Background: an optimization exercise with open tools, aiming at small area, a short achievable clock period and few clock cycles. Do not read the settings as production practice.
Where RTL was checked, it was by simulation tests only, not by an equivalence proof against the original.
Power figures rest on the tool's default switching activity, not on a simulated workload.

==> trial 53: inputs <==
Design mips_core, start of the top module:
module mips_core (
	input wire clk,   
	input wire rst,   
	output wire [31:0] inst_addr,   
	input wire [31:0] inst_data,   
	output wire mem_wen,   
	output wire [31:0] mem_addr,   
	output wire [31:0] mem_dout,   
	input wire [31:0] mem_din   
	);
make LEC_CHECK=0 ABC_CLOCK_PERIOD_IN_PS=2500 CAP_MARGIN=20 CORE_MARGIN=2 CORE_UTILIZATION=40 SETUP_SLACK_MARGIN=3.5 SLEW_MARGIN=20 finish   # period 6.0 ns
run.sh (not shown) runs the stock make flow with config.mk's settings and CLKGATE_MAP_FILE= SYNTH_SCRIPT=/design/flow/synth_recipe.tcl, a recipe that flattens the netlist after the stock synthesis.
==> build 4 (differences from trial 53) <==
--- a/flow/design.v
+++ b/flow/design.v
@@ -83,17 +83,46 @@
 module alu (
 	input wire [31:0] a, b,   
 	input wire sub,   
 	input wire op_and,   
 	input wire op_or,   
 	input wire op_slt,   
-	output wire [31:0] result   
+	input wire inv,   
+	output wire [31:0] result,   
+	output wire [31:0] result_x   
 	);
-	wire [31:0] sum = a + b + {31'b0, sub};
-	wire lt = (a[31] == b[31]) ? a[31] : sum[31];   
-	assign result = op_and ? (a & b) : op_or ? (a | b) : op_slt ? {31'b0, lt} : sum;
+	wire [31:0] p = a ^ b;
+	wire [31:0] g = a & b;
+	wire [31:0] gg [0:5];
+	wire [31:0] pp [0:5];
+	assign gg[0] = g;
+	assign pp[0] = p;
+	genvar k, i;
+	generate
+		for (k = 0; k < 5; k = k + 1) begin : level
+			for (i = 0; i < 32; i = i + 1) begin : bits
+				if (i >= (1 << k)) begin : merge
+					assign gg[k + 1][i] = gg[k][i] | (pp[k][i] & gg[k][i - (1 << k)]);
+					assign pp[k + 1][i] = pp[k][i] & pp[k][i - (1 << k)];
+				end
+				else begin : pass
+					assign gg[k + 1][i] = gg[k][i];
+					assign pp[k + 1][i] = pp[k][i];
+				end
+			end
+		end
+	endgenerate
+	wire [31:0] c = {gg[5][30:0], 1'b0};   
+	wire [31:0] ps = p ^ {32{sub}};
+	wire [31:0] sum = ps ^ c;   
+	wire lt = (a[31] == b[31]) ? ~a[31] : sum[31];
+	wire arith = ~(op_and | op_or | op_slt);
+	wire [31:0] logic_res = op_and ? (a & b) : op_or ? (a | b) : {31'b0, lt};
+	wire [31:0] psk = ps ^ {32{inv}};
+	assign result = arith ? sum : logic_res;
+	assign result_x = arith ? (psk ^ c) : (logic_res ^ {32{inv}});
 endmodule
  `timescale 1ns / 1ps
 module regfile (
 	input wire clk,   
 	input wire [4:0] addr_a,
 	output wire [31:0] data_a,
@@ -239,13 +268,13 @@
 	wire f_addi = (op == INST_ADDI);
 	wire f_andi = (op == INST_ANDI);
 	wire f_ori = (op == INST_ORI);
 	wire f_lw = (op == INST_LW);
 	wire f_sw = (op == INST_SW);
 	wire f_use_rs = f_alur | f_jr | f_beq | f_bne | f_addi | f_andi | f_ori | f_lw | f_sw;
-	wire f_use_rt = f_alur | f_beq | f_bne | f_sw;
+	wire f_use_rt = f_alur | f_beq | f_bne;   
 	wire f_imm = f_addi | f_andi | f_ori | f_lw | f_sw;
 	wire f_sext = f_addi | f_lw | f_sw;
 	wire [4:0] f_dest = f_alur ? rd : f_jal ? 5'd31 : rt;
 	wire f_wen = (f_alur | f_jal | f_addi | f_andi | f_ori | f_lw) & (f_dest != 5'd0);
 	wire f_sub = f_alur & ((fn == R_FUNC_SUB) | (fn == R_FUNC_SLT));
 	wire f_and = (f_alur & (fn == R_FUNC_AND)) | f_andi;
@@ -254,13 +283,14 @@
 	wire [31:0] pc4 = pc + 32'd4;
 	reg [31:0] x_a, x_b, x_t;
 	reg [15:0] x_off;
 	reg [4:0] x_dest;
 	reg x_wen, x_lw, x_sw, x_beq, x_bne;
 	reg x_sub, x_and, x_or, x_slt;
-	wire [31:0] x_result;
+	reg x_tfwd;   
+	wire [31:0] x_result, x_result_x;
 	wire x_redirect;
 	reg [31:0] m_result, m_dout;
 	reg [4:0] m_dest;
 	reg m_wen, m_lw, m_sw;
 	wire [31:0] m_value = m_lw ? mem_din : m_result;
 	wire [31:0] rf_a, rf_b;
@@ -278,12 +308,13 @@
 	wire a_hit_m = m_wen & (m_dest == rs);
 	wire b_hit_x = x_wen & (x_dest == rt);
 	wire b_hit_m = m_wen & (m_dest == rt);
 	wire [31:0] a_old = f_jal ? pc4 : a_hit_m ? m_value : rf_a;
 	wire [31:0] b_old = b_hit_m ? m_value : rf_b;
 	wire [31:0] rs_val = (a_hit_x & ~f_jal) ? x_result : a_old;
+	wire [31:0] a_next = (a_hit_x & ~f_jal) ? x_result_x : f_sub ? ~a_old : a_old;
 	wire [31:0] rt_val = b_hit_x ? x_result : b_old;
 	wire [31:0] imm_val = {{16{f_sext & imm[15]}}, imm};
 	wire stall = x_lw & ((f_use_rs & a_hit_x) | (f_use_rt & b_hit_x));
 	wire kill = rst | x_redirect | stall;
 	always @(posedge clk) begin
 		if (rst)
@@ -298,15 +329,16 @@
 			pc <= rs_val;
 		else
 			pc <= pc4;
 	end
 	assign inst_addr = pc;
 	always @(posedge clk) begin
-		x_a <= rs_val;
-		x_b <= f_imm ? imm_val : f_sub ? ~rt_val : rt_val;   
-		x_t <= (f_beq | f_bne) ? pc4 : rt_val;
+		x_a <= a_next;
+		x_b <= f_imm ? imm_val : rt_val;
+		x_t <= (f_beq | f_bne) ? pc4 : b_old;
+		x_tfwd <= b_hit_x;
 		x_off <= imm;
 		x_dest <= f_dest;
 		x_sub <= f_sub;
 		x_and <= f_and;
 		x_or <= f_or;
 		x_slt <= f_slt;
@@ -329,20 +361,22 @@
 		.a(x_a),
 		.b(x_b),
 		.sub(x_sub),
 		.op_and(x_and),
 		.op_or(x_or),
 		.op_slt(x_slt),
-		.result(x_result)
+		.inv(f_sub),
+		.result(x_result),
+		.result_x(x_result_x)
 	);
 	wire x_eq = (x_a == x_b);
 	wire [31:0] x_target = x_t + {{14{x_off[15]}}, x_off, 2'b00};
 	assign x_redirect = (x_beq & x_eq) | (x_bne & ~x_eq);
 	always @(posedge clk) begin
 		m_result <= x_result;
-		m_dout <= x_t;
+		m_dout <= x_tfwd ? m_value : x_t;
 		m_dest <= x_dest;
 		if (rst) begin
 			m_wen <= 0;
 			m_lw <= 0;
 			m_sw <= 0;
 		end
- ABC_CLOCK_PERIOD_IN_PS: 2500 -> not set
- CTS_BUF_LIST: not set -> sky130_fd_sc_hd__clkbuf_8
- TNS_END_PERCENT: not set -> 5
==> trial 95 (differences from trial 53) <==
--- a/flow/design.v
+++ b/flow/design.v
@@ -85,14 +85,14 @@
 	input wire sub,   
 	input wire op_and,   
 	input wire op_or,   
 	input wire op_slt,   
 	output wire [31:0] result   
 	);
-	wire [31:0] sum = a + b + {31'b0, sub};
-	wire lt = (a[31] == b[31]) ? a[31] : sum[31];   
+	wire [31:0] sum = a + (sub ? ~b : b) + {31'b0, sub};
+	wire lt = (a[31] != b[31]) ? a[31] : sum[31];
 	assign result = op_and ? (a & b) : op_or ? (a | b) : op_slt ? {31'b0, lt} : sum;
 endmodule
  `timescale 1ns / 1ps
 module regfile (
 	input wire clk,   
 	input wire [4:0] addr_a,
@@ -100,38 +100,19 @@
 	input wire [4:0] addr_b,
 	output wire [31:0] data_b,
 	input wire en_w,
 	input wire [4:0] addr_w,
 	input wire [31:0] data_w
 	);
-	wire [31:0] sel_a = 32'b1 << addr_a;
-	wire [31:0] sel_b = 32'b1 << addr_b;
-	wire [31:0] and_a [0:31];
-	wire [31:0] and_b [0:31];
-	wire [31:0] or_a [0:31];
-	wire [31:0] or_b [0:31];
-	assign and_a[0] = 32'b0;
-	assign and_b[0] = 32'b0;
-	assign or_a[0] = 32'b0;
-	assign or_b[0] = 32'b0;
-	genvar i;
-	generate
-		for (i = 1; i < 32; i = i + 1) begin : r
-			reg [31:0] q;   
-			always @(posedge clk) begin
-				if (en_w && addr_w == i)
-					q <= data_w;
-			end
-			assign and_a[i] = {32{sel_a[i]}} & q;
-			assign and_b[i] = {32{sel_b[i]}} & q;
-			assign or_a[i] = or_a[i - 1] | and_a[i];
-			assign or_b[i] = or_b[i - 1] | and_b[i];
-		end
-	endgenerate
-	assign data_a = or_a[31];
-	assign data_b = or_b[31];
+	reg [31:0] regfile [1:31];   
+	always @(posedge clk) begin
+		if (en_w && addr_w != 0)
+			regfile[addr_w] <= data_w;
+	end
+	assign data_a = (addr_a == 0) ? 32'b0 : regfile[addr_a];
+	assign data_b = (addr_b == 0) ? 32'b0 : regfile[addr_b];
 endmodule
  `timescale 1ns / 1ps
 module mips_core (
 	input wire clk,   
 	input wire rst,   
 	output wire [31:0] inst_addr,   
@@ -299,13 +280,13 @@
 		else
 			pc <= pc4;
 	end
 	assign inst_addr = pc;
 	always @(posedge clk) begin
 		x_a <= rs_val;
-		x_b <= f_imm ? imm_val : f_sub ? ~rt_val : rt_val;   
+		x_b <= f_imm ? imm_val : rt_val;
 		x_t <= (f_beq | f_bne) ? pc4 : rt_val;
 		x_off <= imm;
 		x_dest <= f_dest;
 		x_sub <= f_sub;
 		x_and <= f_and;
 		x_or <= f_or;
==> build 65 (differences from trial 53) <==
--- a/flow/design.v
+++ b/flow/design.v
@@ -83,17 +83,46 @@
 module alu (
 	input wire [31:0] a, b,   
 	input wire sub,   
 	input wire op_and,   
 	input wire op_or,   
 	input wire op_slt,   
-	output wire [31:0] result   
+	input wire inv,   
+	output wire [31:0] result,   
+	output wire [31:0] result_x   
 	);
-	wire [31:0] sum = a + b + {31'b0, sub};
-	wire lt = (a[31] == b[31]) ? a[31] : sum[31];   
-	assign result = op_and ? (a & b) : op_or ? (a | b) : op_slt ? {31'b0, lt} : sum;
+	wire [31:0] p = a ^ b;
+	wire [31:0] g = a & b;
+	wire [31:0] gg [0:5];
+	wire [31:0] pp [0:5];
+	assign gg[0] = g;
+	assign pp[0] = p;
+	genvar k, i;
+	generate
+		for (k = 0; k < 5; k = k + 1) begin : level
+			for (i = 0; i < 32; i = i + 1) begin : bits
+				if (i >= (1 << k)) begin : merge
+					assign gg[k + 1][i] = gg[k][i] | (pp[k][i] & gg[k][i - (1 << k)]);
+					assign pp[k + 1][i] = pp[k][i] & pp[k][i - (1 << k)];
+				end
+				else begin : pass
+					assign gg[k + 1][i] = gg[k][i];
+					assign pp[k + 1][i] = pp[k][i];
+				end
+			end
+		end
+	endgenerate
+	wire [31:0] c = {gg[5][30:0], 1'b0};   
+	wire [31:0] ps = p ^ {32{sub}};
+	wire [31:0] sum = ps ^ c;   
+	wire lt = (a[31] == b[31]) ? ~a[31] : sum[31];
+	wire arith = ~(op_and | op_or | op_slt);
+	wire [31:0] logic_res = op_and ? (a & b) : op_or ? (a | b) : {31'b0, lt};
+	wire [31:0] psk = ps ^ {32{inv}};
+	assign result = arith ? sum : logic_res;
+	assign result_x = arith ? (psk ^ c) : (logic_res ^ {32{inv}});
 endmodule
  `timescale 1ns / 1ps
 module regfile (
 	input wire clk,   
 	input wire [4:0] addr_a,
 	output wire [31:0] data_a,
@@ -254,13 +283,13 @@
 	wire [31:0] pc4 = pc + 32'd4;
 	reg [31:0] x_a, x_b, x_t;
 	reg [15:0] x_off;
 	reg [4:0] x_dest;
 	reg x_wen, x_lw, x_sw, x_beq, x_bne;
 	reg x_sub, x_and, x_or, x_slt;
-	wire [31:0] x_result;
+	wire [31:0] x_result, x_result_x;
 	wire x_redirect;
 	reg [31:0] m_result, m_dout;
 	reg [4:0] m_dest;
 	reg m_wen, m_lw, m_sw;
 	wire [31:0] m_value = m_lw ? mem_din : m_result;
 	wire [31:0] rf_a, rf_b;
@@ -278,12 +307,13 @@
 	wire a_hit_m = m_wen & (m_dest == rs);
 	wire b_hit_x = x_wen & (x_dest == rt);
 	wire b_hit_m = m_wen & (m_dest == rt);
 	wire [31:0] a_old = f_jal ? pc4 : a_hit_m ? m_value : rf_a;
 	wire [31:0] b_old = b_hit_m ? m_value : rf_b;
 	wire [31:0] rs_val = (a_hit_x & ~f_jal) ? x_result : a_old;
+	wire [31:0] a_next = (a_hit_x & ~f_jal) ? x_result_x : f_sub ? ~a_old : a_old;
 	wire [31:0] rt_val = b_hit_x ? x_result : b_old;
 	wire [31:0] imm_val = {{16{f_sext & imm[15]}}, imm};
 	wire stall = x_lw & ((f_use_rs & a_hit_x) | (f_use_rt & b_hit_x));
 	wire kill = rst | x_redirect | stall;
 	always @(posedge clk) begin
 		if (rst)
@@ -298,14 +328,14 @@
 			pc <= rs_val;
 		else
 			pc <= pc4;
 	end
 	assign inst_addr = pc;
 	always @(posedge clk) begin
-		x_a <= rs_val;
-		x_b <= f_imm ? imm_val : f_sub ? ~rt_val : rt_val;   
+		x_a <= a_next;
+		x_b <= f_imm ? imm_val : rt_val;
 		x_t <= (f_beq | f_bne) ? pc4 : rt_val;
 		x_off <= imm;
 		x_dest <= f_dest;
 		x_sub <= f_sub;
 		x_and <= f_and;
 		x_or <= f_or;
@@ -329,13 +359,15 @@
 		.a(x_a),
 		.b(x_b),
 		.sub(x_sub),
 		.op_and(x_and),
 		.op_or(x_or),
 		.op_slt(x_slt),
-		.result(x_result)
+		.inv(f_sub),
+		.result(x_result),
+		.result_x(x_result_x)
 	);
 	wire x_eq = (x_a == x_b);
 	wire [31:0] x_target = x_t + {{14{x_off[15]}}, x_off, 2'b00};
 	assign x_redirect = (x_beq & x_eq) | (x_bne & ~x_eq);
 	always @(posedge clk) begin
 		m_result <= x_result;
- TNS_END_PERCENT: not set -> 5
==> notes <==
Between build 65 and build 4, the lower sequential cell count is in build 65 (gap 1).
Non-clock buffer count, lowest first: trial 95, build 4, build 65, trial 53.
Clock skew: build 4 > trial 95 > build 65 > trial 53.
Against build 65, the sequential share of layout area of trial 53 is lower by 0.76 points.
Combinational power: trial 95 > trial 53 > build 65 > build 4.
Final cell count, highest first: trial 53, build 65, build 4, trial 95.
Setup slack, lowest first: trial 53, trial 95, build 65, build 4.
Sequential power is about the same in build 65 and build 4.
Against build 65, the via count of build 4 is lower by about 3%.
Testbench counts of build 4, summed over its fixed seeds: cycles 24,582.
Testbench counts of build 65, summed over its fixed seeds: cycles 24,702.
The RTL of trial 53 and trial 95 was laid out without a check of its function.

## what the ideal ports hide
In the flow no input, the clock included, has a driving cell. The finished layouts below were timed again as built, in two steps.
Step 1 (the two cells are an assumption about what drives the block):
set clk [get_ports {clk}]
set_driving_cell -lib_cell sky130_fd_sc_hd__clkbuf_16 $clk
set_driving_cell -lib_cell sky130_fd_sc_hd__buf_2 [delete_from_list [all_inputs] $clk]
Step 2 moves the port delays by t, midway between the first and last clock arrival at a register: inputs arrive t later, outputs are due t later. That takes back most of the time a late clock gives input paths.
Three values: ideal ports, drivers, drivers and shift; two values: the first two.
run | t (ns) | slack for setup (ns) | worst setup path after step 2
trial 53 | 0.887 | 2.453 / 2.377 / 1.490 | input to register
build 4 | 1.071 | 2.710 / 2.639 / 1.610 | input to register
trial 95 | 0.863 | 2.592 / 2.434 / 1.571 | input to register
build 65 | 0.891 | 2.709 / 2.662 / 1.771 | input to register
After both steps every run listed still meets setup and hold. The setup slack of build 4, which loses most, moves by -0.071 ns with the drivers and by -1.100 ns with both steps.
